This is an optimization exercise on Yosys and OpenROAD, whose aim is small area, a short achievable clock period and few clock cycles per item, not a production implementation.
Only simulation tests tie the RTL to the original design; equivalence was not proved.
The clock port is modelled as an ideal driver; clocking choices that lean on that would not hold on a real chip.
Power and IR drop assume default switching activity.

## job 8111
==> flow/design.v (excerpt) <==
module router_switch
#(
    parameter ROUTER_WIDTH = 2,
    parameter AURORA_WIDTH = 256
)(
    input clk,
    input rst_n,
    input [ROUTER_WIDTH - 1:0] src_router,
    input empty_input_port_0,
    input [AURORA_WIDTH - 1:0] data_in_port_0,
    output rd_input_port_0,
    input empty_ack_fifo,
    input [AURORA_WIDTH - 1:0] ack_data,
    output rd_ack_fifo,
    input empty_input_port_1,
    input [AURORA_WIDTH - 1:0] data_in_port_1,
    output rd_input_port_1,
    input empty_input_port_2,
    input [AURORA_WIDTH - 1:0] data_in_port_2,
    output rd_input_port_2,
    output we_output_port_0,
    output [AURORA_WIDTH - 1:0] data_out_port_0,
    output we_output_port_1,
    output [AURORA_WIDTH - 1:0] data_out_port_1,
    output we_output_port_2,
    output [AURORA_WIDTH - 1:0] data_out_port_2
);
clock: 5.0 ns
lec_check: 0
cap_margin: 20
cell_pad_in_sites_detail_placement: 1
cell_pad_in_sites_global_placement: 1
core_area: 5 5 291 291
die_area: 0 0 296 296
slew_margin: 20
synth_hierarchical: 1
standard.sh (not shown) runs the stock make flow with config.mk's settings and CLKGATE_MAP_FILE= SYNTH_SCRIPT=/design/flow/synth_recipe.tcl, a recipe that flattens the netlist after the stock synthesis.
==> flow/flow/run.sh <==
#!/bin/bash
# Own layout flow: the standard ORFS flow with
#  - minimum-size port buffers (every port still gets its own buffer),
#  - every pin placed by hand at one track pitch on a small die: the data
#    bits in order around the edge, each bit's pins side by side, and the
#    destination bits with the control pins,
#  - balanced fanout trees for the path-select registers,
#  - after CTS, a timing repair of the control and select paths only.
set -euo pipefail
here=$(pwd)
export BUFFER_PORTS_ARGS="-buffer_cell sky130_fd_sc_hd__buf_1"
export PRE_IO_PLACEMENT_TCL="$here/flow/pins.tcl"
export PP_CORNER=5
export PRE_RESIZE_TCL="$here/flow/resize_pre.tcl"
export POST_CTS_TCL="$here/flow/cts_post.tcl"
export TUNE_MARGIN=2.15
bash standard.sh > "$here/standard.log" 2>&1
==> flow/flow/cts_post.tcl <==
# After CTS: repair the control and select paths toward a tighter target
# than the clock needs, holding the per-bit data-path cells as they are.
source [file join [file dirname [info script]] tune.tcl]
tn_hold_data_path
estimate_parasitics -placement
repair_timing -setup -setup_margin $::env(TUNE_MARGIN) -sequence "sizeup,swap" -verbose
tn_release
detailed_placement
estimate_parasitics -placement
report_wns
==> flow/flow/pinplace.tcl <==
# Place every pin by hand around the die: the data bits in order around the
# edge, each bit's seven pins side by side, and the control pins with the
# destination bits (2 and 3) in the middle of the bottom edge. Pins sit on
# adjacent routing tracks; the clock pin gets a free track on both sides.
proc pp_bit_pins {j} {
  set names {}
  foreach p {data_in_port_0 ack_data data_in_port_1 data_in_port_2 data_out_port_2 data_out_port_0 data_out_port_1} {
    lappend names "$p\[$j\]"
  }
  return $names
}
proc pp_place_all {} {
  set block [ord::get_db_block]
  set dbu [$block getDbUnitsPerMicron]
  set die [$block getDieArea]
  set W [expr {double([$die xMax]) / $dbu}]
  set H [expr {double([$die yMax]) / $dbu}]
  set tech [ord::get_db_tech]
  set m2 [$tech findLayer met2]
  set m3 [$tech findLayer met3]
  # track grids
  set g2 [$block findTrackGrid $m2]
  set g3 [$block findTrackGrid $m3]
  set xs {}
  foreach x [$g2 getGridX] { lappend xs [expr {double($x) / $dbu}] }
  set ys {}
  foreach y [$g3 getGridY] { lappend ys [expr {double($y) / $dbu}] }
  set margin $::env(PP_CORNER)
  # slots counterclockwise from the middle of the bottom edge:
  # bottom (left to right from middle), right (bottom to top), top (right
  # to left), left (top to bottom), bottom (left to middle)
  set bot {}
  foreach x $xs { if {$x > $margin && $x < $W - $margin} { lappend bot $x } }
  set side {}
  foreach y $ys { if {$y > $margin && $y < $H - $margin} { lappend side $y } }
  set nb [llength $bot]
  set mid [expr {$nb / 2}]
  set slots {}
  foreach x [lrange $bot $mid end] { lappend slots [list met2 $x 0 B] }
  foreach y $side { lappend slots [list met3 $W $y R] }
  foreach x [lreverse $bot] { lappend slots [list met2 $x $H T] }
  foreach y [lreverse $side] { lappend slots [list met3 0 $y L] }
  foreach x [lrange $bot 0 [expr {$mid - 1}]] { lappend slots [list met2 $x 0 B] }
  set ns [llength $slots]
  # pin order: control group first (centred at the start), then the bits
  set ctl [pp_bit_pins 2]
  foreach p {empty_input_port_0 rd_input_port_0 empty_ack_fifo rd_ack_fifo src_router[0] - clk - rst_n src_router[1]
             we_output_port_0 we_output_port_1 we_output_port_2 empty_input_port_1 rd_input_port_1 empty_input_port_2 rd_input_port_2} {
    lappend ctl $p
  }
  set ctl [concat $ctl [pp_bit_pins 3]]
  set order {}
  for {set j 4} {$j < 256} {incr j} { set order [concat $order [pp_bit_pins $j]] }
  set order [concat $order [pp_bit_pins 0] [pp_bit_pins 1]]
  set n [expr {[llength $ctl] + [llength $order]}]
  if {$n > $ns} { error "pinplace: $n pins, $ns slots" }
  # spread the bit pins evenly over the slots left after the control group
  set nc [llength $ctl]
  set half [expr {$nc / 2}]
  set placed {}
  # control group: slots ns-half .. ns-1 and 0 .. nc-half-1
  for {set k 0} {$k < $nc} {incr k} {
    set s [expr {($ns - $half + $k) % $ns}]
    lappend placed [list [lindex $ctl $k] $s]
  }
  set first [expr {$nc - $half}]
  set last [expr {$ns - $half - 1}]
  set avail [expr {$last - $first + 1}]
  set nbits [llength $order]
  set nbit_groups [expr {$nbits / 7}]
  # each bit group keeps its pins on adjacent slots; groups are spread evenly
  set spare [expr {$avail - $nbits}]
  for {set gi 0} {$gi < $nbit_groups} {incr gi} {
    set base [expr {$first + $gi * 7 + int(double($gi) * $spare / $nbit_groups)}]
    for {set k 0} {$k < 7} {incr k} {
      lappend placed [list [lindex $order [expr {$gi * 7 + $k}]] [expr {$base + $k}]]
    }
  }
  foreach pr $placed {
    lassign $pr name s
    if {$name eq "-"} continue
    lassign [lindex $slots $s] layer x y edge
    if {$layer eq "met2"} { set sz {0.14 0.8} } else { set sz {0.8 0.3} }
    place_pin -pin_name $name -layer $layer -location [list $x $y] -pin_size $sz -force_to_die_boundary
  }
  puts "pinplace: placed [llength $placed] pins on $ns slots"
}
Other scripts of this flow, unchanged in this note and not shown: flow/flow/pins.tcl, flow/flow/resize_pre.tcl, flow/flow/seltree.tcl, flow/flow/tune.tcl
Testbench counts of job 8111, summed over its fixed seeds: cycles 1,175, items 1,920.
Input-level comparison between job 2313 and job 8111:
- DIE_AREA now 0 0 320 320, was 0 0 296 296
- CORE_AREA now 5 5 315 315, was 5 5 291 291
[summary]
- [job 2313 vs job 8111] sum of internal, switching and leakage power: lower in job 2313
- The higher post-route minimum period of job 2313 and job 8111 is in job 8111.
- Lower initial DRC count was reported by job 8111, not job 2313.
- On setup slack: job 2313 sits above job 8111.
Changes in job 103 relative to job 2313:
- CELL_PAD_IN_SITES_GLOBAL_PLACEMENT: 1 -> unset
- CELL_PAD_IN_SITES_DETAIL_PLACEMENT: 1 -> unset
-- flow/flow/run.sh --
<<< job 2313, line 14
export PRE_RESIZE_TCL="$here/flow/resize_pre.tcl"
export POST_CTS_TCL="$here/flow/cts_post.tcl"
export TUNE_MARGIN=2.15
bash standard.sh > "$here/standard.log" 2>&1
>>> job 103, line 14
export PRE_RESIZE_TCL="$here/flow/resize_pre.tcl"
export POST_CTS_TCL="$here/flow/cts_post.tcl"
export TUNE_MARGIN=1.97
bash standard.sh > "$here/standard.log" 2>&1
-- flow/flow/pinplace.tcl --
<<< job 2313, line 1
# Place every pin by hand around the die: the data bits in order around the
# edge, each bit's seven pins side by side, and the control pins with the
# destination bits (2 and 3) in the middle of the bottom edge. Pins sit on
# adjacent routing tracks; the clock pin gets a free track on both sides.
proc pp_bit_pins {j} {
  set names {}
>>> job 103, line 1
# Place every pin by hand around the die: the data bits in order around the
# edge, each bit's seven pins side by side, and the control pins with the
# destination bits (2 and 3) in the middle of the bottom edge. One routing
# track between pins; the clock pin gets free tracks on both sides.
proc pp_bit_pins {j} {
  set names {}
Results
Job 103 ended with every stage complete and zero timing, DRC or antenna violations.
Via count of the first global-routing pass (higher): job 2313
Route | job 103 vs job 2313 | wire shorter in job 103
The total power reported for job 103 is smaller than that of job 2313 by 0.85 mW.

## separate check: timing with driven ports
No port has a modelled driver above. Below, the same layouts with a new extraction and two added sets of constraints.
Step 1 sets driving cells, clkbuf_16 on the clock port and buf_2 on the other inputs (assumed; they add their load-dependent delay and slew).
Step 2 times the ports against the registers' clock, not the clock port: input delays grow and output delays shrink by t, the midpoint of the rising clock arrivals with the driver on.
Three values: ideal ports, drivers, drivers and shift; two values: the first two.
| run | t (ns) | slack for setup (ns) | hold slack, ns | latest minus earliest clock arrival (ns) |
|---|---|---|---|---|
| job 8111 | 0.302 | 1.871 / 1.829 / 1.695 | 0.487 / 0.487 / 0.487 | 0.003 / 0.002 |
| job 2313 | 0.295 | 1.880 / 1.803 / 1.668 | 0.485 / 0.485 / 0.485 | 0.001 / 0.001 |
| job 103 | 0.293 | 1.868 / 1.826 / 1.643 | 0.466 / 0.466 / 0.466 | 0.004 / 0.004 |
After both steps setup and hold are still met in every run listed. The setup slack of job 103, which loses most, moves by -0.042 ns with the drivers and by -0.225 ns with both steps.
